What follows belongs to an exercise in optimizing a design on an open flow for small area; a production flow would make more cautious choices.
Only simulation tests tie the RTL to the original design; equivalence was not proved.
Power is estimated from default activity; no workload was simulated.

<file path="design/flow/config.mk">
export PLATFORM = sky130hd
export DESIGN_NAME = comms
export DESIGN_NICKNAME = comms
export VERILOG_FILES = /design/flow/design.v
export SDC_FILE = /design/flow/constraint.sdc
export NUM_CORES = 4
export LEC_CHECK = 0
export CAP_MARGIN = 20
export CORE_MARGIN = 2
export CORE_UTILIZATION = 40
export CTS_BUF_LIST = sky130_fd_sc_hd__clkbuf_4
export CTS_CLUSTER_DIAMETER = 50
export CTS_CLUSTER_SIZE = 10
export SLEW_MARGIN = 20
</file>
<file path="design/flow/constraint.sdc">
create_clock -name core_clock -period 80.0 [get_ports {clk}]
set_input_delay 16.0000 -clock core_clock [delete_from_list [all_inputs] [get_ports {clk}]]
set_output_delay 16.0000 -clock core_clock [all_outputs]
set_load 0.01 [all_outputs]
</file>
<file path="design/flow/design.v">
module pulse_generator(
    input clk,
    input reset,
    input src,
    output pulse
);
reg q1, q2;
assign pulse = q1 & ~q2;
always @ (posedge clk or posedge reset)
begin
    if (reset) begin
        q1 <= 1'b0;
        q2 <= 1'b0;
    end else begin
        q1 <= src;
        q2 <= q1;
    end
end
endmodule
module uart_byte_tx (
    input clk,
    input reset,
    input [2:0] spd,
    input [7:0] tx_data,
    input pulse,
    output reg tx,
    output reg tx_busy
);
reg [3:0] i;
reg [19:0] counter;
wire [9:0] frame = {1'b1, tx_data, 1'b0};
reg [19:0] cv;
wire [19:0] counter_inc = {counter[18:0], counter[19] ^ counter[2] ^ (counter[18:0] == 19'd0)};
always @ (*)
begin
    case (spd)
        3'd1: cv = 20'h6acfe;    
        3'd2: cv = 20'hd923f;    
        3'd3: cv = 20'h2352e;    
        3'd4: cv = 20'hc9fd5;    
        default: cv = 20'hfc337;  
    endcase
end
wire eq0 = (counter == 20'd0);
wire eqcv = (counter == cv);
always @ (posedge clk)
begin
    if (tx_busy) begin
        if (!eq0 && eqcv)
            counter <= 20'd0;
        else
            counter <= counter_inc;
        if (eq0)
            i <= i + 1'b1;
    end else begin
        if (!pulse)
            counter <= 20'd0;
        i <= 4'd0;
    end
end
always @ (posedge clk or posedge reset)
begin
    if (reset) begin
        tx <= 1'b1;
        tx_busy <= 0;
    end else begin
        if (pulse)
            tx_busy <= 1'b1;
        else if (i == 4'd11)
            tx_busy <= 1'b0;
        if (!pulse && i == 4'd11)
            tx <= 1'b1;
        else if (tx_busy && eq0 && i <= 4'd9)
            tx <= frame[i];
    end
end
endmodule
module uart_byte_tx_con (
    input clk,
    input reset,
    input [7:0] tx_data,
    input pulse,
    output reg tx,
    output reg tx_busy
);
localparam [9:0] C0 = 10'h001;
localparam [9:0] C868 = 10'h280;
reg [3:0] i;
reg [9:0] counter;
wire [9:0] frame = {1'b1, tx_data, 1'b0};
wire [9:0] counter_inc = {counter[8:0], counter[9] ^ counter[2]};
wire eq0 = (counter == C0);
wire eqcv = (counter == C868);
always @ (posedge clk)
begin
    if (tx_busy) begin
        if (!eq0 && eqcv)
            counter <= C0;
        else
            counter <= counter_inc;
        if (eq0)
            i <= i + 1'b1;
    end else begin
        if (!pulse)
            counter <= C0;
        i <= 4'd0;
    end
end
always @ (posedge clk or posedge reset)
begin
    if (reset) begin
        tx <= 1'b1;
        tx_busy <= 0;
    end else begin
        if (pulse)
            tx_busy <= 1'b1;
        else if (i == 4'd11)
            tx_busy <= 1'b0;
        if (!pulse && i == 4'd11)
            tx <= 1'b1;
        else if (tx_busy && eq0 && i <= 4'd9)
            tx <= frame[i];
    end
end
endmodule
module uart_rx (
    input clk,
    input reset,
    input [2:0] spd,
    input rx,
    output reg [7:0] rx_data
);
reg [19:0] counter;
reg [4:0] i;
reg rx_busy;
reg [19:0] cv, hv;
wire [19:0] counter_inc = {counter[18:0], counter[19] ^ counter[2] ^ (counter[18:0] == 19'd0)};
always @ (*)
begin
    case (spd)
        3'd1: begin cv = 20'h6acfe; hv = 20'h323df; end    
        3'd2: begin cv = 20'hd923f; hv = 20'h2352e; end    
        3'd3: begin cv = 20'h2352e; hv = 20'h688e5; end    
        3'd4: begin cv = 20'hc9fd5; hv = 20'h91cff; end    
        default: begin cv = 20'hfc337; hv = 20'h2ef2e; end  
    endcase
end
wire hit_h = rx_busy && (counter == hv);
wire hit_c = rx_busy && !hit_h && (counter == cv);
wire done = hit_c && (i == 5'd9);
always @ (posedge clk)
begin
    if (!rx_busy || hit_c)
        counter <= 20'd0;
    else
        counter <= counter_inc;
    if (!rx_busy || done)
        i <= 5'd0;
    else if (hit_h)
        i <= i + 1'b1;
end
integer k;
always @ (posedge clk or posedge reset)
begin
    if (reset) begin
        rx_data <= 0;
        rx_busy <= 1'b0;
    end else begin
        if (rx_busy == 1'b0) begin
            if (rx == 0)
                rx_busy <= 1'b1;
        end else begin
            if (hit_h) begin
                for (k = 1; k <= 8; k = k + 1)
                    if (i == k) rx_data[k-1] <= rx;
            end else if (done) begin
                rx_busy <= 1'b0;
            end
        end
    end
end
endmodule
module uart_rx_con (
    input clk,
    input reset,
    input rx,
    input clr_buffer,
    output reg [7:0] rx_data,
    output reg rx_busy
);
localparam [9:0] C0 = 10'h001;
localparam [9:0] C434 = 10'h063;
localparam [9:0] C868 = 10'h280;
reg [9:0] counter;
reg [3:0] i;
wire [9:0] counter_inc = {counter[8:0], counter[9] ^ counter[2]};
wire hit_h = rx_busy && (counter == C434);
wire hit_c = rx_busy && !hit_h && (counter == C868);
wire done = hit_c && (i == 4'd9);
integer k;
always @ (posedge clk)
begin
    if (clr_buffer || !rx_busy || hit_c)
        counter <= C0;
    else
        counter <= counter_inc;
    if (clr_buffer || !rx_busy || done)
        i <= 4'd0;
    else if (hit_h)
        i <= i + 1'b1;
    if (clr_buffer)
        rx_data <= 8'd0;
    else if (hit_h) begin
        for (k = 1; k <= 8; k = k + 1)
            if (i == k) rx_data[k-1] <= rx;
    end
end
always @ (posedge clk or posedge reset)
begin
    if (reset) begin
        rx_busy <= 1'b0;
    end else begin
        if (clr_buffer || done)
            rx_busy <= 1'b0;
        else if (rx_busy == 1'b0 && rx == 0)
            rx_busy <= 1'b1;
    end
end
endmodule
module uart_8bytes_tx(
    input clk,
    input reset,
    input err,
    input pulse,
    output tx,
    output reg tx_busy_8bytes
);
localparam IDLE = 2'd0;
localparam READY = 2'd1;
localparam TRIGGER = 2'd2;
localparam XMIT = 2'd3;
reg send_byte;
reg [1:0] state, next_state;
reg [2:0] k;
reg [7:0] byte2send;
wire tx_busy_1byte;
reg [1:0] tx_busy_r;
always @ (*)
begin
    case (k)
        3'd0: byte2send = 8'h0a;
        3'd1: byte2send = 8'h0d;
        3'd2: byte2send = err ? "r" : "k";
        3'd3: byte2send = "o";
        3'd4, 3'd5: byte2send = "r";
        default: byte2send = "e";
    endcase
end
uart_byte_tx_con uart_byte_tx(.clk(clk), .reset(reset), .tx_data(byte2send), .pulse(send_byte), .tx(tx), .tx_busy(tx_busy_1byte));
always @ (*)
begin
    case (state)
        IDLE: next_state = pulse ? READY : IDLE;
        READY: next_state = TRIGGER;
        TRIGGER: next_state = XMIT;
        default: begin
            if (tx_busy_r == 2'b10 && k != 0)
                next_state = TRIGGER;
            else if (k == 0)
                next_state = IDLE;
            else
                next_state = XMIT;
        end
    endcase
end
always @ (posedge clk or posedge reset)
begin
    if (reset) begin
        state <= IDLE;
    end else begin
        state <= next_state;
    end
end
always @ (posedge clk)
begin
    tx_busy_r <= {tx_busy_r[0], tx_busy_1byte};
end
always @ (posedge clk)
begin
    if (state == IDLE)
        k <= 3'd0;
    else if (state == TRIGGER)
        k <= (k == 3'd0) ? (err ? 3'd6 : 3'd3) : k - 1'b1;
end
always @ (posedge clk or posedge reset)
begin
    if (reset) begin
        send_byte <= 0;
        tx_busy_8bytes <= 0;
    end else begin
        if (state == IDLE) begin
            send_byte <= 0;
            tx_busy_8bytes <= pulse;
        end else if (state == TRIGGER) begin
            send_byte <= 1;
        end else if (state == XMIT) begin
            send_byte <= 0;
        end
    end
end
endmodule
module uart(
    input clk,
    input reset,
    input send,
    input [2:0] spd,
    input [7:0] tx_data,
    input rx,
    output tx,
    output [7:0] rx_data
);
wire pulse;
pulse_generator pulse_generator(.clk(clk), .reset(reset), .src(send), .pulse(pulse));
uart_rx uart_rx(.clk(clk), .reset(reset), .spd(spd), .rx(rx), .rx_data(rx_data));
uart_byte_tx uart_byte_tx(.clk(clk), .reset(reset), .spd(spd), .tx_data(tx_data), .pulse(pulse), .tx(tx), .tx_busy());
endmodule
module console(
    input clk,
    input reset,
    input rx,
    output tx,
    output reg [1:0] mode,
    output reg [2:0] uart_spd,
    output reg [2:0] spi_spd,
    output reg spi_mode,
    output reg spi_cpol,
    output reg spi_cpha,
    output reg i2c_mode,
    output reg [1:0] i2c_spd
);
localparam UART = 2'd0;
localparam SPI = 2'd1;
localparam I2C = 2'd2;
localparam STANDBY = 2'd0;
localparam RESPOND = 2'd1;
localparam WAIT = 2'd2;
localparam WAIT1 = 2'd3;    
localparam SLAVE = 1'b0;
localparam MASTER = 1'b1;
reg clear_buffer;
wire rx_busy;
reg [1:0] rx_busy_r;
always @ (posedge clk or posedge reset)
begin
    if (reset) begin
        rx_busy_r <= 0;
    end else begin
        rx_busy_r <= {rx_busy_r[0], rx_busy};
    end
end
wire rx_busy_fedge = (rx_busy_r == 2'b10);
wire [7:0] received_byte;
wire send;
reg resp_err;
wire tx_busy;
reg [1:0] tx_busy_r;
wire tx_busy_fedge = (tx_busy_r == 2'b10);
always @ (posedge clk or posedge reset)
begin
    if (reset) begin
        tx_busy_r <= 0;
    end else begin
        tx_busy_r <= {tx_busy_r[0], tx_busy};
    end
end
uart_rx_con console_rx(.clk(clk), .reset(reset), .rx(rx), .rx_data(received_byte), .rx_busy(rx_busy), .clr_buffer(clear_buffer));
uart_8bytes_tx console_tx(.clk(clk), .reset(reset), .err(resp_err), .pulse(send), .tx(tx), .tx_busy_8bytes(tx_busy));
reg [1:0] state, next_state;
reg [3:0] act;
localparam CW = 4;
localparam PW = 4;
reg [CW-1:0] cand, ncand;
reg [PW-1:0] p, np;
reg [4:0] zl, nz;
reg [2:0] val, nv;
reg m_e;           
reg wild01, wild15, ends_a;
wire [7:0] c = received_byte;
always @ (*)
begin
    m_e = 1'b0; wild01 = 1'b0; wild15 = 1'b0; ends_a = 1'b0;
    case ({cand, p})
        {4'd0, 4'd0}: begin m_e = (c == "A"); end
        {4'd0, 4'd1}: begin m_e = (c == "T"); end
        {4'd0, 4'd2}: begin m_e = (c == 8'h0d); end
        {4'd1, 4'd3}: begin m_e = (c == "M"); end
        {4'd1, 4'd4}: begin m_e = (c == "O"); end
        {4'd1, 4'd5}: begin m_e = (c == "D"); end
        {4'd1, 4'd6}: begin m_e = (c == "E"); end
        {4'd1, 4'd7}: begin m_e = (c == "="); end
        {4'd1, 4'd8}: begin m_e = (c == "U"); end
        {4'd1, 4'd9}: begin m_e = (c == "A"); end
        {4'd1, 4'd10}: begin m_e = (c == "R"); ends_a = 1'b1; end
        {4'd1, 4'd11}: begin m_e = (c == "T"); end
        {4'd1, 4'd12}: begin m_e = (c == 8'h0d); end
        {4'd2, 4'd9}: begin m_e = (c == "P"); end
        {4'd2, 4'd10}: begin m_e = (c == "I"); end
        {4'd2, 4'd11}: begin m_e = (c == 8'h0d); end
        {4'd3, 4'd9}: begin m_e = (c == "2"); end
        {4'd3, 4'd10}: begin m_e = (c == "C"); end
        {4'd3, 4'd11}: begin m_e = (c == 8'h0d); end
        {4'd4, 4'd4}: begin m_e = (c == "P"); end
        {4'd4, 4'd5}: begin m_e = (c == "I"); end
        {4'd4, 4'd6}: begin m_e = (c == "="); end
        {4'd4, 4'd7}: begin m_e = (c == "M"); end
        {4'd4, 4'd8}: begin m_e = (c == "A"); end
        {4'd4, 4'd9}: begin m_e = (c == "S"); ends_a = 1'b1; end
        {4'd4, 4'd10}: begin m_e = (c == "T"); end
        {4'd4, 4'd11}: begin m_e = (c == "E"); end
        {4'd4, 4'd12}: begin m_e = (c == "R"); end
        {4'd4, 4'd13}: begin m_e = (c == 8'h0d); end
        {4'd5, 4'd8}: begin m_e = (c == "L"); end
        {4'd5, 4'd9}: begin m_e = (c == "A"); end
        {4'd5, 4'd10}: begin m_e = (c == "V"); ends_a = 1'b1; end
        {4'd5, 4'd11}: begin m_e = (c == "E"); end
        {4'd5, 4'd12}: begin m_e = (c == 8'h0d); end
        {4'd6, 4'd4}: begin m_e = (c == "P"); end
        {4'd6, 4'd5}: begin m_e = (c == "O"); end
        {4'd6, 4'd6}: begin m_e = (c == "L"); end
        {4'd6, 4'd7}: begin m_e = (c == "="); end
        {4'd6, 4'd8}: wild01 = 1'b1;
        {4'd6, 4'd9}: begin m_e = (c == 8'h0d); end
        {4'd7, 4'd6}: begin m_e = (c == "A"); end
        {4'd7, 4'd7}: begin m_e = (c == "="); ends_a = 1'b1; end
        {4'd7, 4'd8}: wild01 = 1'b1;
        {4'd7, 4'd9}: begin m_e = (c == 8'h0d); end
        {4'd8, 4'd4}: begin m_e = (c == "2"); end
        {4'd8, 4'd5}: begin m_e = (c == "C"); end
        {4'd8, 4'd6}: begin m_e = (c == "="); end
        {4'd8, 4'd7}: begin m_e = (c == "M"); end
        {4'd8, 4'd8}: begin m_e = (c == "A"); end
        {4'd8, 4'd9}: begin m_e = (c == "S"); ends_a = 1'b1; end
        {4'd8, 4'd10}: begin m_e = (c == "T"); end
        {4'd8, 4'd11}: begin m_e = (c == "E"); end
        {4'd8, 4'd12}: begin m_e = (c == "R"); end
        {4'd8, 4'd13}: begin m_e = (c == 8'h0d); end
        {4'd9, 4'd8}: begin m_e = (c == "L"); end
        {4'd9, 4'd9}: begin m_e = (c == "A"); end
        {4'd9, 4'd10}: begin m_e = (c == "V"); ends_a = 1'b1; end
        {4'd9, 4'd11}: begin m_e = (c == "E"); end
        {4'd9, 4'd12}: begin m_e = (c == 8'h0d); end
        {4'd10, 4'd4}: begin m_e = (c == "A"); end
        {4'd10, 4'd5}: begin m_e = (c == "R"); ends_a = 1'b1; end
        {4'd10, 4'd6}: begin m_e = (c == "T"); end
        {4'd10, 4'd7}: begin m_e = (c == "S"); end
        {4'd10, 4'd8}: begin m_e = (c == "P"); end
        {4'd10, 4'd9}: begin m_e = (c == "E"); end
        {4'd10, 4'd10}: begin m_e = (c == "E"); end
        {4'd10, 4'd11}: begin m_e = (c == "D"); end
        {4'd10, 4'd12}: begin m_e = (c == "="); end
        {4'd10, 4'd13}: wild15 = 1'b1;
        {4'd10, 4'd14}: begin m_e = (c == 8'h0d); end
        {4'd11, 4'd7}: begin m_e = (c == "P"); end
        {4'd11, 4'd8}: begin m_e = (c == "E"); end
        {4'd11, 4'd9}: begin m_e = (c == "E"); end
        {4'd11, 4'd10}: begin m_e = (c == "D"); end
        {4'd11, 4'd11}: begin m_e = (c == "="); end
        {4'd11, 4'd12}: wild15 = 1'b1;
        {4'd11, 4'd13}: begin m_e = (c == 8'h0d); end
        {4'd12, 4'd7}: begin m_e = (c == "P"); end
        {4'd12, 4'd8}: begin m_e = (c == "E"); end
        {4'd12, 4'd9}: begin m_e = (c == "E"); end
        {4'd12, 4'd10}: begin m_e = (c == "D"); end
        {4'd12, 4'd11}: begin m_e = (c == "="); end
        {4'd12, 4'd12}: wild15 = 1'b1;
        {4'd12, 4'd13}: begin m_e = (c == 8'h0d); end
        default: ;
    endcase
end
reg brh; reg [CW-1:0] bcand;
always @ (*)
begin
    brh = 1'b0; bcand = cand;
    if (cand == 4'd0 && p == 4'd2 && c == "+") begin brh = 1'b1; bcand = 4'd1; end
    if (cand == 4'd1 && p == 4'd8 && c == "S") begin brh = 1'b1; bcand = 4'd2; end
    if (cand == 4'd1 && p == 4'd8 && c == "I") begin brh = 1'b1; bcand = 4'd3; end
    if (cand == 4'd1 && p == 4'd3 && c == "S") begin brh = 1'b1; bcand = 4'd4; end
    if (cand == 4'd4 && p == 4'd7 && c == "S") begin brh = 1'b1; bcand = 4'd5; end
    if (cand == 4'd1 && p == 4'd3 && c == "C") begin brh = 1'b1; bcand = 4'd6; end
    if (cand == 4'd6 && p == 4'd5 && c == "H") begin brh = 1'b1; bcand = 4'd7; end
    if (cand == 4'd1 && p == 4'd3 && c == "I") begin brh = 1'b1; bcand = 4'd8; end
    if (cand == 4'd8 && p == 4'd7 && c == "S") begin brh = 1'b1; bcand = 4'd9; end
    if (cand == 4'd1 && p == 4'd3 && c == "U") begin brh = 1'b1; bcand = 4'd10; end
    if (cand == 4'd4 && p == 4'd6 && c == "S") begin brh = 1'b1; bcand = 4'd11; end
    if (cand == 4'd8 && p == 4'd6 && c == "S") begin brh = 1'b1; bcand = 4'd12; end
end
wire m_ok = m_e || (wild01 && (c == "0" || c == "1")) || (wild15 && c >= "1" && c <= "5");
always @ (*)
begin
    ncand = cand; np = p + 1'b1; nz = zl; nv = val;
    if (c == 8'h00) begin
        ncand = 0; np = 0;
        nz = (p == 0) ? (zl[4] ? zl : zl + 1'b1) : 5'd1;
    end else if (m_ok || brh) begin
        ncand = brh ? bcand : cand;
        if (wild01 || wild15) nv = c[2:0];
    end else begin
        ncand = 0; nz = 5'd0;
        if (c == "A") np = 1;
        else if (c == "T" && ends_a) np = 2;
        else np = 0;
    end
end
always @ (*)
begin
    act = 4'd0;
    case ({cand, p})
        {4'd0, 4'd3}: if (zl[4]) act = 4'd1;  
        {4'd1, 4'd13}: if ((zl >= 5'd6)) act = 4'd2;  
        {4'd2, 4'd12}: if ((zl >= 5'd7)) act = 4'd3;  
        {4'd3, 4'd12}: if ((zl >= 5'd7)) act = 4'd4;  
        {4'd4, 4'd14}: if ((zl >= 5'd5)) act = 4'd5;  
        {4'd5, 4'd13}: if ((zl >= 5'd6)) act = 4'd6;  
        {4'd6, 4'd10}: if ((zl >= 5'd9)) act = 4'd7;  
        {4'd7, 4'd10}: if ((zl >= 5'd9)) act = 4'd8;  
        {4'd8, 4'd14}: if ((zl >= 5'd5)) act = 4'd9;  
        {4'd9, 4'd13}: if ((zl >= 5'd6)) act = 4'd10;  
        {4'd10, 4'd15}: if (1'b1) act = 4'd11;  
        {4'd11, 4'd14}: if (1'b1) act = 4'd12;  
        {4'd12, 4'd14}: if (1'b1) act = 4'd13;  
        default: ;
    endcase
end
localparam [3:0] A_AT = 4'd1;
localparam [3:0] A_MODE_UART = 4'd2;
localparam [3:0] A_MODE_SPI = 4'd3;
localparam [3:0] A_MODE_I2C = 4'd4;
localparam [3:0] A_SPI_MASTER = 4'd5;
localparam [3:0] A_SPI_SLAVE = 4'd6;
localparam [3:0] A_CPOL = 4'd7;
localparam [3:0] A_CPHA = 4'd8;
localparam [3:0] A_I2C_MASTER = 4'd9;
localparam [3:0] A_I2C_SLAVE = 4'd10;
localparam [3:0] A_UART_SPEED = 4'd11;
localparam [3:0] A_SPI_SPEED = 4'd12;
localparam [3:0] A_I2C_SPEED = 4'd13;
always @ (*)
begin
    case (state)
        STANDBY: next_state = (rx_busy_fedge && received_byte == 8'h0a) ? RESPOND : STANDBY;
        RESPOND: next_state = WAIT1;
        default: next_state = tx_busy_fedge ? STANDBY : WAIT;
    endcase
end
always @ (posedge clk or posedge reset)
begin
    if (reset) begin
        state <= STANDBY;
    end else begin
        state <= next_state;
    end
end
assign send = (state == WAIT1);
always @ (posedge clk)
begin
    if (state == STANDBY && rx_busy_fedge && received_byte != 8'h0a)
        val <= nv;
end
always @ (posedge clk or posedge reset)
begin
    if (reset) begin
        cand <= 0;
        p <= 0;
        zl <= 5'd16;
    end else begin
        if (state == STANDBY) begin
            if (rx_busy_fedge && received_byte != 8'h0a) begin
                cand <= ncand;
                p <= np;
                zl <= nz;
            end
        end else if (state == RESPOND) begin
            cand <= 0;
            p <= 0;
            zl <= 5'd16;
        end
    end
end
always @ (posedge clk or posedge reset)
begin
    if (reset) begin
        resp_err <= 0;
        mode <= SPI;
        uart_spd <= 3'd3;
        spi_spd <= 3'd3;
        i2c_spd <= 2'd0;
        spi_mode <= SLAVE;
        spi_cpol <= 0;
        spi_cpha <= 0;
        i2c_mode <= SLAVE;
        clear_buffer <= 0;
    end else begin
        if (state == STANDBY) begin
            clear_buffer <= rx_busy_fedge;
        end else if (state == RESPOND) begin
            clear_buffer <= 0;
            resp_err <= (act == 4'd0);
            case (act)
                A_MODE_UART: mode <= UART;
                A_MODE_SPI: mode <= SPI;
                A_MODE_I2C: mode <= I2C;
                A_SPI_MASTER: spi_mode <= MASTER;
                A_SPI_SLAVE: spi_mode <= SLAVE;
                A_CPOL: spi_cpol <= val[0];
                A_CPHA: spi_cpha <= val[0];
                A_I2C_MASTER: i2c_mode <= MASTER;
                A_I2C_SLAVE: i2c_mode <= SLAVE;
                A_UART_SPEED: uart_spd <= val;
                A_SPI_SPEED: spi_spd <= val;
                A_I2C_SPEED: i2c_spd <= (val == 3'd5) ? 2'd2 : (val == 3'd4) ? 2'd1 : 2'd0;
                default: ;
            endcase
        end
    end
end
endmodule
module spi_master(
    input clk,
    input reset,
    input pulse1,
    input pulse2,
    input [2:0] spd,
    input [7:0] data2send,
    input cpol,
    input cpha,
    input miso,
    output reg sclk,
    output reg cs1,
    output reg cs2,
    output reg mosi,
    output reg [7:0] data_received
);
localparam IDLE = 3'd0;
localparam CHIP1SELECT = 3'd1;
localparam CHIP2SELECT = 3'd2;
localparam CPHA0DELAY = 3'd3;
localparam CPHA1DELAY = 3'd4;
localparam CPHA0_DATA_PHASE = 3'd5;
localparam CPHA1_DATA_PHASE = 3'd6;
reg [7:0] counter;
wire [7:0] counter_inc = {counter[6:0], counter[7] ^ counter[6] ^ counter[1] ^ counter[0] ^ (counter[6:0] == 7'd0)};
reg signed [3:0] bit4tx;
reg signed [3:0] bit4rx;
reg [2:0] state, next_state;
reg activate_counter;
reg full_counted, half_counted;
always @ (*)
begin
    case (spd)
        3'd2: begin full_counted = (counter == 8'h54); half_counted = (counter == 8'hff); end  
        3'd3: begin full_counted = (counter == 8'hff); half_counted = (counter == 8'h38); end  
        3'd4: begin full_counted = (counter == 8'hb5); half_counted = (counter == 8'h0d); end  
        3'd5: begin full_counted = (counter == 8'h01); half_counted = (counter == 8'h00); end  
        default: begin full_counted = 1'b0; half_counted = 1'b0; end
    endcase
end
wire data_phase = (state == CPHA0_DATA_PHASE) || (state == CPHA1_DATA_PHASE);
always @ (*)
begin
    case (state)
        IDLE : begin
            if (pulse1)
                next_state = CHIP1SELECT;
            else if (pulse2)
                next_state = CHIP2SELECT;
            else
                next_state = state;
        end
        CHIP1SELECT, CHIP2SELECT : begin
            if (cpha == 0)
                next_state = CPHA0_DATA_PHASE;
            else
                next_state = CPHA1DELAY;
        end
        CPHA1DELAY : begin
            if (half_counted)
                next_state = CPHA1_DATA_PHASE;
            else
                next_state = state;
        end
        CPHA0_DATA_PHASE, CPHA1_DATA_PHASE: begin
            if (bit4tx == -1) begin
                if (cpha == 0)
                    next_state = CPHA0DELAY;
                else
                    next_state = IDLE;
            end else begin
                next_state = state;
            end
        end
        CPHA0DELAY : begin
            if (half_counted)
                next_state = IDLE;
            else
                next_state = state;
        end
        default : begin
            next_state = IDLE;
        end
    endcase
end
always @ (posedge clk)
begin
    if (activate_counter) begin
        if (full_counted)
            counter <= 0;
        else
            counter <= counter_inc;
    end else begin
        counter <= 0;
    end
end
always @ (posedge clk or posedge reset)
begin
    if (reset) begin
        state <= IDLE;
    end else begin
        state <= next_state;
    end
end
always @ (posedge clk)
begin
    if (state == IDLE) begin
        sclk <= cpol;
    end else if (state == CPHA0_DATA_PHASE && bit4tx >= 0) begin
        if (half_counted || full_counted) begin
            sclk <= ~sclk;
        end
    end else if (state == CPHA1_DATA_PHASE && bit4tx >= 0) begin
        if (counter == 0 || half_counted) begin
            sclk <= ~sclk;
        end
    end else begin
        sclk <= 0;
    end
end
always @ (posedge clk)
begin
    if (state == IDLE)
        bit4tx <= 7;
    else if (data_phase && counter != 0 && full_counted)
        bit4tx <= bit4tx - 1'b1;
end
always @ (posedge clk)
begin
    begin
        if (state == IDLE) begin
            cs1 <= 1;
            cs2 <= 1;
            mosi <= 1'b0;
            activate_counter <= 0;
        end else if (state == CHIP1SELECT) begin
            cs1 <= 0;
        end else if (state == CHIP2SELECT) begin
            cs2 <= 0;
        end else if (state == CPHA1DELAY) begin
            mosi <= 0;
            activate_counter <= !half_counted;
        end else if (data_phase) begin
            activate_counter <= 1;
            if (counter == 0) begin
                if (bit4tx >= 0) begin
                    mosi <= data2send[bit4tx[2:0]];
                end
            end else if (full_counted) begin
                if (bit4tx == -1)
                    activate_counter <= 0;
            end
        end else if (state == CPHA0DELAY) begin
            mosi <= 1'b0;
            activate_counter <= 1;
        end
    end
end
always @ (posedge clk or posedge reset)
begin
    if (reset) begin
        data_received <= 0;
        bit4rx <= 7;
    end else begin
        if (bit4rx != -1) begin
            if (data_phase) begin
                if (half_counted) begin
                    data_received[bit4rx[2:0]] <= miso;
                    bit4rx <= bit4rx - 1'b1;
                end
            end
        end else begin
            bit4rx <= 7;
        end
    end
end
endmodule
module spi_slave(
    input clk,
    input reset,
    input cpol,
    input cpha,
    input sclk,
    input cs,
    input mosi,
    input [7:0] data2send,
    output reg miso,
    output reg [7:0] data_received
);
reg [1:0] sclkr;
reg [1:0] csr;
reg signed [3:0] bit4tx;
wire cs_fedge = (csr == 2'b10);
wire cs_redge = (csr == 2'b01);
wire time2sample = (cpha == 0) ? (sclkr == {cpol, !cpol}) : (sclkr == {!cpol, cpol});
wire time2send = (bit4tx != -1) && (cpha == 0 ? ((sclkr == {!cpol, cpol}) || cs_fedge) : (sclkr == {cpol, !cpol}));
wire state = !csr[1];
always @ (posedge clk or posedge reset)
begin
    if (reset) begin
        csr <= 2'b11;
        sclkr <= 2'b00;
    end else begin
        csr <= {csr[0], cs};
        sclkr <= {sclkr[0], sclk};
    end
end
always @ (posedge clk or posedge reset)
begin
    if (reset) begin
        data_received <= 0;
    end else begin
        if (state && time2sample)
            data_received <= {data_received[6:0], mosi};
    end
end
always @ (posedge clk)
begin
    if (time2send)
        miso <= data2send[bit4tx[2:0]];
    else if (!state)
        miso <= 1'b0;
end
always @ (posedge clk or posedge reset)
begin
    if (reset) begin
        bit4tx <= 7;
    end else begin
        if (time2send)
            bit4tx <= bit4tx - 1'b1;
        else if (!state)
            bit4tx <= 7;
    end
end
endmodule
module spi(
    input clk,
    input reset,
    input mode,  
    input [2:0] spd,
    input cpol,
    input cpha,
    input [7:0] data2send,
    input send1,
    input send2,
    input master_miso,
    input slave_mosi,
    input slave_sclk,
    input slave_cs,
    output [7:0] data_received,
    output master_sclk,
    output master_mosi,
    output slave_miso,
    output master_cs1,
    output master_cs2
);
localparam SLAVE = 1'b0;
wire [7:0] slave_data_received, master_data_received;
wire pulse1, pulse2;
assign data_received = (mode == SLAVE ? slave_data_received : master_data_received);
pulse_generator pulse_generator1(.clk(clk), .reset(reset), .src(send1), .pulse(pulse1));
pulse_generator pulse_generator2(.clk(clk), .reset(reset), .src(send2), .pulse(pulse2));
spi_master spi_master(.clk(clk), .reset(reset), .pulse1(pulse1), .pulse2(pulse2), .data2send(data2send), .spd(spd), .cpol(cpol), .cpha(cpha),
                      .sclk(master_sclk), .cs1(master_cs1), .cs2(master_cs2), .mosi(master_mosi), .miso(master_miso), .data_received(master_data_received));
spi_slave spi_slave(.clk(clk), .reset(reset), .cpol(cpol), .cpha(cpha), .sclk(slave_sclk), .cs(slave_cs), .mosi(slave_mosi),
                    .miso(slave_miso), .data2send(data2send), .data_received(slave_data_received));
endmodule
module i2c_master(
    input clk,
    input reset,
    input [1:0] spd,
    input [6:0] addr2send,
    input [7:0] data2send,
    input pulse,
    output scl,
    input sda_i,
    output sda_o,
    output sda_oe
);
localparam [2:0] IDLE = 0;
localparam [2:0] START = 1;
localparam [2:0] ADDR = 2;
localparam [2:0] RW = 3;
localparam [2:0] ADDR_ACK = 4;
localparam [2:0] DATA1 = 5;
localparam [2:0] DATA1_ACK = 6;
localparam [2:0] STOP = 7;
reg reg_sda;
reg reg_scl;
reg sda_driving;
reg scl_driving;
reg [11:0] counter;
wire [11:0] counter_inc = {counter[10:0], counter[11] ^ counter[7] ^ counter[1] ^ counter[0] ^ (counter[10:0] == 11'd0)};
reg [2:0] state, next_state;
reg signed [3:0] bit_idx;    
reg addr_acknowledged;
reg is4q, is3q, is2q, is1q;
always @ (*)
begin
    case (spd)
        2'd0: begin is4q = counter == 12'h468; is3q = counter == 12'h085; is2q = counter == 12'h946; is1q = counter == 12'h1a1; end
        2'd1: begin is4q = counter == 12'h1a1; is3q = counter == 12'h8c4; is2q = counter == 12'ha8c; is1q = counter == 12'hb42; end
        default: begin is4q = counter == 12'hfa3; is3q = counter == 12'h8bf; is2q = counter == 12'h6f1; is1q = counter == 12'h06d; end
    endcase
end
assign sda_o = reg_sda;
assign sda_oe = sda_driving;
assign scl = scl_driving ? reg_scl : 1'b1;
always @ (*)
begin
    next_state = state;
    case (state)
        IDLE: if (pulse) next_state = START;
        START: if (is4q) next_state = ADDR;
        ADDR: if (bit_idx == -1 && is4q) next_state = RW;
        RW: if (is4q) next_state = ADDR_ACK;
        ADDR_ACK: if (is4q) next_state = addr_acknowledged ? DATA1 : STOP;
        DATA1: if (bit_idx == -1 && is4q) next_state = DATA1_ACK;
        DATA1_ACK: if (is4q) next_state = STOP;
        default: if (is4q) next_state = IDLE;
    endcase
end
always @ (posedge clk or posedge reset)
begin
    if (reset) begin
        state <= IDLE;
    end else begin
        state <= next_state;
    end
end
always @ (posedge clk)
begin
    if (state == IDLE || is4q) begin
        counter <= 0;
    end else begin
        counter <= counter_inc;
    end
end
always @ (posedge clk)
begin
    case (state)
    IDLE: begin
        addr_acknowledged <= 0;
        bit_idx <= 6;
    end
    START, ADDR: begin
        if (is4q)
            bit_idx <= bit_idx - 1'b1;
    end
    ADDR_ACK: begin
        if (is1q) begin
            bit_idx <= 7;
            addr_acknowledged <= (sda_i == 0);
        end else if (is4q) begin
            bit_idx <= bit_idx - 1'b1;
        end
    end
    DATA1: begin
        if (is4q && bit_idx >= 0)
            bit_idx <= bit_idx - 1'b1;
    end
    default: ;
    endcase
end
always @ (posedge clk or posedge reset)
begin
    if (reset) begin
        reg_scl <= 0;
        scl_driving <= 0;
    end else begin
        if (state == IDLE) begin
            scl_driving <= 0;
        end else if (state == START) begin
            scl_driving <= 1;
            if (counter == 0) begin
                reg_scl <= 1;
            end else if (is2q) begin
                reg_scl <= 0;
            end
        end else if (state == STOP) begin
            scl_driving <= 0;
        end else begin
            if (is1q) begin
                reg_scl <= 1;
            end else if (is3q) begin
                reg_scl <= 0;
            end
        end
    end
end
always @ (posedge clk or posedge reset)
begin
    if (reset) begin
        sda_driving <= 0;
        reg_sda <= 0;
    end else begin
        case (state)
        IDLE: begin
            sda_driving <= 0;
            reg_sda <= 0;
        end
        START: begin
            sda_driving <= 1;
            if (counter == 0) begin
                reg_sda <= 0;
            end else if (is4q) begin
                reg_sda <= addr2send[bit_idx];
            end
        end
        ADDR: begin
            if (is4q) begin
                reg_sda <= (bit_idx >= 0 ? addr2send[bit_idx] : 1'b0);
            end
        end
        RW: begin
            if (is4q) begin
                sda_driving <= 0;
            end
        end
        ADDR_ACK: begin
            if (is1q) begin
            end else if (is4q) begin
                sda_driving <= 1;
                reg_sda <= data2send[bit_idx];
            end
        end
        DATA1: begin
            sda_driving <= 1;
            if (is4q) begin
                if (bit_idx >= 0) begin
                    reg_sda <= data2send[bit_idx];
                end else begin
                    sda_driving <= 0;
                end
            end
        end
        DATA1_ACK: begin
            if (is1q) begin
            end else if (is3q) begin
                sda_driving <= 1;
                reg_sda <= 0;
            end
        end
        default: begin  
            if (counter == 0) begin
                reg_sda <= 0;
            end else if (is4q) begin
                sda_driving <= 0;
            end
        end
        endcase
    end
end
endmodule
module i2c_slave(
    input clk,
    input reset,
    input scl,
    input sda_i,
    output sda_o,
    output sda_oe,
    output reg [7:0] data_received
);
localparam [6:0] SLAVE_ADDRESS = 7'h33;
localparam [2:0] IDLE = 0;
localparam [2:0] START = 1;
localparam [2:0] ADDR = 2;
localparam [2:0] RW = 3;
localparam [2:0] ADDR_ACK = 4;
localparam [2:0] DATA1 = 5;
localparam [2:0] DATA1_ACK = 6;
reg addr_ok;
reg [1:0] sclr, sdar;
reg [2:0] state, next_state;
reg [3:0] b;
wire scl_redge = (sclr == 2'b01);
wire scl_fedge = (sclr == 2'b10);
wire sda_redge = (sdar == 2'b01);
wire sda_fedge = (sdar == 2'b10);
wire addr_match = addr_ok;
wire [2:0] abit = b[2:0] - 2'd2;
reg sda_driving;
reg sda_out;
assign sda_o = sda_out;
assign sda_oe = sda_driving;
always @ (*)
begin
    next_state = state;
    if (scl && sda_redge) begin
        next_state = IDLE;
    end else begin
        case (state)
            IDLE: if (scl && sda_fedge) next_state = START;
            START: if (scl_redge) next_state = ADDR;
            ADDR: if (scl_redge && b == 4'd1) next_state = RW;
            RW: if (scl_redge && b == 4'd0) next_state = ADDR_ACK;
            ADDR_ACK: if (scl_redge) next_state = DATA1;
            DATA1: if (scl_redge && b == 4'd1) next_state = DATA1_ACK;
            DATA1_ACK: ;
            default: next_state = IDLE;
        endcase
    end
end
always @ (posedge clk or posedge reset)
begin
    if (reset) begin
        sclr <= 2'b11;
        sdar <= 2'b11;
        state <= IDLE;
    end else begin
        sclr <= {sclr[0], scl};
        sdar <= {sdar[0], sda_i};
        state <= next_state;
    end
end
always @ (posedge clk)
begin
    case (state)
    IDLE: begin
        b <= 4'd8;
        addr_ok <= 1'b1;
    end
    ADDR: begin
        if (scl_fedge && b != 4'd0) begin
            if (b >= 4'd2)
                addr_ok <= addr_ok & (sda_i == SLAVE_ADDRESS[abit]);
            b <= b - 1'b1;
        end
    end
    RW: begin
        if (scl_fedge)
            b <= b - 1'b1;
    end
    ADDR_ACK: begin
        b <= 4'd9;
    end
    DATA1: begin
        if (scl_fedge && b >= 4'd2)
            b <= b - 1'b1;
    end
    default: ;
    endcase
end
always @ (posedge clk or posedge reset)
begin
    if (reset) begin
        sda_driving <= 0;
        sda_out <= 0;
        data_received <= 0;
    end else begin
        case (state)
        IDLE: begin
            sda_driving <= 0;
            sda_out <= 0;
        end
        RW: begin
            if (scl_fedge) begin
                sda_driving <= 1;
                sda_out <= ~addr_match;
            end
        end
        ADDR_ACK: begin
            if (scl_fedge) begin
                sda_driving <= 0;
            end
        end
        DATA1: begin
            if (scl_fedge) begin
                if (b >= 4'd2) begin
                    if (b == 4'd2) begin
                        sda_driving <= 1;
                        sda_out <= 0;
                    end
                    data_received <= {data_received[6:0], sda_i};
                end
            end
        end
        DATA1_ACK: begin
            if (scl_fedge) begin
                sda_driving <= 0;
            end
        end
        default: ;
        endcase
    end
end
endmodule
module i2c(
    input clk,
    input reset,
    input [1:0] spd,
    input mode,
    input [6:0] addr2send,
    input [7:0] data2send,
    input send,
    input slave_scl,
    input slave_sda_i,
    output slave_sda_o,
    output slave_sda_oe,
    output master_scl,
    input master_sda_i,
    output master_sda_o,
    output master_sda_oe,
    output [7:0] data_received
);
wire pulse;
pulse_generator pulse_generator1(.clk(clk), .reset(reset), .src(send), .pulse(pulse));
i2c_master i2c_master(.clk(clk), .reset(reset), .spd(spd), .addr2send(addr2send), .data2send(data2send), .pulse(pulse), .scl(master_scl), .sda_i(master_sda_i), .sda_o(master_sda_o), .sda_oe(master_sda_oe));
i2c_slave i2c_slave(.clk(clk), .reset(reset), .scl(slave_scl), .sda_i(slave_sda_i), .sda_o(slave_sda_o), .sda_oe(slave_sda_oe), .data_received(data_received));
endmodule
module comms(
    input clk,
    input BTNC,
    input BTNU,
    input BTND,
    input BTNR,
    input BTNL,
    input[7:0] D_SW,
    output [7:0] LED,
    output JA1,
    input JA2,
    output JA3,
    input JA4,
    output JB1,
    input JB2,
    output JB3,
    output JB7,
    output JB8,
    input JA7,
    output JA8,
    input JA9,
    input JA10,
    output JB9,
    input JB10_I,
    output JB10_O,
    output JB10_OE,
    input JC1_N,
    input JC1_P_I,
    output JC1_P_O,
    output JC1_P_OE
);
localparam UART = 2'd0;
localparam SPI = 2'd1;
wire [1:0] mode;
wire [7:0] uart_data_received;
wire [2:0] uart_spd;
wire [7:0] spi_data_received;
wire spi_mode, cpol, cpha;
wire [2:0] spi_spd;
wire [7:0] i2c_data_received;
wire i2c_mode;
wire [1:0] i2c_spd;
assign LED = (mode == UART ? uart_data_received : (mode == SPI ? spi_data_received : i2c_data_received));
console console(.clk(clk), .reset(BTNC), .tx(JA1), .rx(JA2), .mode(mode), .uart_spd(uart_spd), .spi_spd(spi_spd),
                .spi_mode(spi_mode), .spi_cpol(cpol), .spi_cpha(cpha),
                .i2c_mode(i2c_mode), .i2c_spd(i2c_spd));
uart uart(.clk(clk), .reset(BTNC), .spd(uart_spd), .send(BTND), .tx_data(D_SW), .rx(JA4), .tx(JA3), .rx_data(uart_data_received));
spi spi(.clk(clk), .reset(BTNC), .mode(spi_mode), .spd(spi_spd), .cpol(cpol), .cpha(cpha), .data2send(D_SW), .data_received(spi_data_received),
        .send1(BTNR), .send2(BTNL), .master_sclk(JB1), .master_miso(JB2), .master_mosi(JB3), .master_cs1(JB7), .master_cs2(JB8),
        .slave_sclk(JA7), .slave_miso(JA8), .slave_mosi(JA9), .slave_cs(JA10));
i2c i2c(.clk(clk), .reset(BTNC), .spd(i2c_spd), .mode(i2c_mode), .addr2send(D_SW[6:0]), .data2send(D_SW), .send(BTNU),
        .master_scl(JB9), .master_sda_i(JB10_I), .master_sda_o(JB10_O), .master_sda_oe(JB10_OE),
        .slave_scl(JC1_N), .slave_sda_i(JC1_P_I), .slave_sda_o(JC1_P_O), .slave_sda_oe(JC1_P_OE), .data_received(i2c_data_received));
endmodule
</file>
<file path="design/flow/flow/run.sh">
#!/bin/bash
# Layout flow: the standard ORFS flow (standard synthesis unchanged) with
# two changes to how the layout is made:
#  - ports are buffered with sky130_fd_sc_hd__buf_1 instead of the default
#    buffer_ports choice (every input and output port still gets a buffer);
#  - clock tree synthesis uses clkbuf_4 leaf clusters of at most 10 sinks
#    and inserts no dummy loads.
# ORFS writes each step's full log under orfs/logs/; make's own output goes
# to standard.log in this folder.
set -euo pipefail
export BUFFER_PORTS_ARGS="-buffer_cell sky130_fd_sc_hd__buf_1"
export CTS_ARGS="-sink_clustering_enable -repair_clock_nets -buf_list {sky130_fd_sc_hd__clkbuf_2 sky130_fd_sc_hd__clkbuf_4} -sink_clustering_size 10 -sink_clustering_max_diameter 50 -dont_use_dummy_load"
bash standard.sh finish > standard.log 2>&1
</file>
<file path="design/flow/standard.sh">
#!/bin/bash
# synth_recipe.tcl (not shown) runs the flow's synth.tcl, then flattens the netlist and writes it again
# the make line also repeats each setting of config.mk as NAME=value (left out here)
make -C /OpenROAD-flow-scripts/flow DESIGN_CONFIG=/design/flow/config.mk WORK_HOME=/design/flow/orfs CLKGATE_MAP_FILE= SYNTH_SCRIPT=/design/flow/synth_recipe.tcl "${@:-finish}"
</file>
==> summary.txt <==
## worst register-to-register path: cells and delay by family, from the launching register on
family             cells  cell delay [ns]
DFF                    1             0.82
and+or+nand+nor        4             1.66
AOI/OAI and AO/OA      3             1.38
## synth_stat cells (9+ instances only)
cell type / n / share of area [%]
a21oi_1: 88 / 3.0
nor2b_1: 38 / 1.6
or3_1: 11 / 0.47
nor4b_1: 9 / 0.54
xor2_1: 11 / 0.65
o31ai_1: 10 / 0.51
clkbuf_1: 70 / 1.8
nand3_1: 67 / 2.3
nand2b_1: 29 / 1.2
and2_1: 56 / 2.4
nand4_1: 23 / 0.98
nand2_1: 170 / 4.3
nand3b_1: 16 / 0.82
mux2_2: 40 / 3.1
buf_2: 10 / 0.34
dfrtp_1: 95 / 16
o22ai_1: 14 / 0.59
inv_1: 65 / 1.7
dfstp_2: 20 / 3.6
edfxtp_1: 45 / 9.2
a31oi_1: 18 / 0.76
nor2_1: 135 / 3.4
mux2i_1: 31 / 2.1
nand4b_1: 10 / 0.59
o21ai_0: 104 / 3.5
xnor2_1: 34 / 2.0
ha_1: 46 / 3.9
nor3_1: 52 / 1.8
nor4_1: 23 / 0.98
nor3b_1: 10 / 0.51
dfxtp_1: 88 / 12
and3_1: 41 / 1.7
a211oi_1: 13 / 0.66
## where the power goes
group          internal (mW)  switching (mW)
clock network         0.0202          0.0412
registers              0.162          0.0375
logic                 0.0518          0.0607
total                  0.234           0.139
## metal layers
metal	vias to the layer above	GRT usage (%)	routed length, um
met3	87	3.163	2065
met1	5734	25.06	16270
li1	6003	-	-
met2	397	27.40	14690
met4	0	5.527	955
met5	-	0	0
## registers in the layout, indices dropped and copies added (netlist names), 5 cells and up
signal / count
uart.uart_byte_tx.counter: 20
uart.uart_rx.counter: 20
i2c.i2c_master.counter: 12
console.console_rx.counter: 10
console.console_tx.uart_byte_tx.counter: 10
console.console_rx.rx_data: 8
i2c.i2c_slave.data_received: 8
spi.spi_master.counter: 8
spi.spi_master.data_received: 8
spi.spi_slave.data_received: 8
uart.uart_rx.rx_data: 8
console.zl: 5
uart.uart_rx.i: 5
## final cells by class
type,instances,area [um^2],share of cell area [%]
inverters,67,254.0,1.648
flip-flops and latches,248,6016,39.03
well taps,468,585.6,3.799
multi-input cells,1259,8104,52.57
diodes,2,5.005,0.03247
repair buffers,46,187.7,1.218
clock buffers,35,262.8,1.705
## through the flow
step	setup slack (ns)	power (mW)	utilization, %
2_1_floorplan	60.99	0.2834	-
3_3_place_gp	62.53	0.3103	41.57
3_5_place_dp	62.48	0.3135	41.57
4_1_cts	61.92	0.3773	42.29
5_1_grt	61.81	0.4042	42.31
6_report	62.00	0.3732	42.31
## worst min path at each step
stage	startpoint	to
after detailed placement	console.console_tx.tx_busy_r[0]	console.console_tx.tx_busy_r[1]
final	i2c.i2c_slave.sdar[0]	i2c.i2c_slave.sdar[1]
after global routing	console.console_tx.tx_busy_r[0]	console.console_tx.tx_busy_r[1]
after floorplan	console.console_tx.tx_busy_r[0]	console.console_tx.tx_busy_r[1]
after global placement	console.console_tx.tx_busy_r[0]	console.console_tx.tx_busy_r[1]
after CTS	i2c.i2c_slave.sdar[0]	i2c.i2c_slave.sdar[1]
## logic make-up (layout without fill, tap and decap cells)
kind of cell / count (synthesis) / count (layout) / share of synthesized area (%)
other: 0 / 2 / 0
and+or+nand+nor: 727 / 727 / 25.94
buffers and inverters: 151 / 148 / 4.088
xor gates and xnor gates: 46 / 46 / 2.788
adders and majority gates: 46 / 46 / 3.910
muxes: 79 / 79 / 6.315
AOI/OAI and AO/OA: 361 / 361 / 16.10
DFF: 248 / 248 / 40.86
==> flow_summary.json <==
{
  "drt-initial-drc-count": 896,
  "endpoint_kind": "primary output",
  "die_w_um": 195.8,
  "grt_usage_pct": 17.67,
  "htreeDepth": 2,
  "ys_warn_count": 11,
  "finClkSkew_ns": 0.06634,
  "die-area_um2": 38360,
  "clk_latency_ns": 0.67,
  "gr-total-overflow": 0,
  "holdPathStages": 0,
  "dp_cells": 2088,
  "worstMarginPinSlew_ns": 0.9802,
  "finalNetCount": 1726,
  "yosysSeqAreaShare_pct": 40.86,
  "cap_violations": 0,
  "layout-drive-gt1-share_pct": 8.157,
  "final_cells": 2125,
  "boundaryPins": 43,
  "cp_common_cell": "o21ai_0",
  "path_depth": 5,
  "ctsResizeCount": 0,
  "timing.final.crit_share_pct": 22.50,
  "critical_path_class": "flip-flop to primary output",
  "postRouteWirelength_mm": 33.98,
  "post_cts_buffers": 0,
  "die_y_um": 195.8,
  "holdWs_ns": 0.3739,
  "reg2reg_slack_ns": 76.01,
  "cts_max_path_buffers": 3,
  "antenna_found_initial": 1,
  "setup_tns_ns": 0,
  "grt_pass1_wl_mm": 57.07,
  "cp.arrival_ns": 2.00,
  "post-route-min-period_ns": 18.00,
  "gp_congestion": 0.8730,
  "worstHoldPathType": "flip-flop to flip-flop",
  "dr_total_vias": 12220,
  "cts-root-buf": "clkbuf_4",
  "routed_via_density": 5.751,
  "ys_ff_latch": 248,
  "layout_common_cells": "nand2_1 (170), nor2_1 (135), o21ai_0 (104)",
  "grt_start_max_net_pins": 73,
  "place_area_um2": 15150,
  "wire_per_inst_um": 15.99,
  "finalSetupViolations": 0,
  "clk_pin_slew_ns": 0.11,
  "drtPass1Iterations": 5,
  "worst_path_largest_cell_delay_ns": 0.67,
  "cts.sinks": 248,
  "power-per-cell-area_nw_per_um2": 24.21,
  "slew_violations": 0,
  "cts_tree": "built",
  "num-fill-cells": 3581,
  "rsz0062_at_grt": "false",
  "timing.rr.start": "console.uart_spd[0]",
  "ctsHoldBuffers": 0,
  "required_ns": 64.00,
  "syn-num-nets": 1727,
  "status": "timing/DRC/antenna clean",
  "finalInstanceArea_um2": 15410,
  "startpoint_type": "flip-flop",
  "cp_cell_sequence": "mux2i_1, nand2_1, o21ai_0, o21ai_0, buf_1",
  "ys_types": 95,
  "crit_buf_inv": 1,
  "hold_viol": 0,
  "rows": 70,
  "ant_nets": 0,
  "drc": 0,
  "r2r_cells": 7,
  "grt_pass1_vias": 11370,
  "cp_slowest_cell": "dfrtp_1",
  "hpwl_mm": 24.16,
  "syn2layout_area_growth_pct": 4.709,
  "max_freq_mhz": 55.56,
  "io_buffers": 42,
  "crit_fanout": 10,
  "synthArstFlopShare_pct": 46.37,
  "synth-main-ff-cell": "dfrtp_1",
  "slew_headroom_pct": 33.73,
  "final_common_cell": "nand2_1",
  "setup.worst_path.start": "console.spi_mode",
  "synth-edff-count": 45,
  "start_util_pct": 40.41,
  "avgSynthCellArea_um2": 8.879,
  "p_leak_nw": 5.741,
  "syn_area_um2": 14720,
  "crit_end": "LED[0]",
  "cts_made_buffers": 35,
  "r2r_end": "uart.uart_rx.rx_busy",
  "critPathTopFamily": "flip-flops",
  "peakVddDrop_v": 0.00001515,
  "synth_cells": 1658,
  "coreArea_um2": 36430
}

## what the ideal ports hide
The results above use ideal ports. As a check the final layout listed here was re-extracted and re-timed, cells and wires unchanged.
Step 1 assumes that a clkbuf_16 drives the clock port and a buf_2 every other input.
Step 2, shift: input delay + t, output delay - t, t = (earliest + latest rising clock arrival at the registers) / 2. This alone moves slack from input paths to output paths.
Slacks: ideal / step 1 / step 2; pairs: ideal / step 1.
t, ns: 0.681
setup slack, ns: 62.003 / 61.956 / 62.588
hold slack, ns: 0.374 / 0.374 / 0.374
latest minus earliest clock arrival (ns): 0.066 / 0.066
pins driven straight from the clock port: 1
After both steps this run still meets setup and hold. For this run, drivers alone change the setup slack by -0.047 ns; drivers and shift together by +0.585 ns. Setup slack includes reset recovery checks.
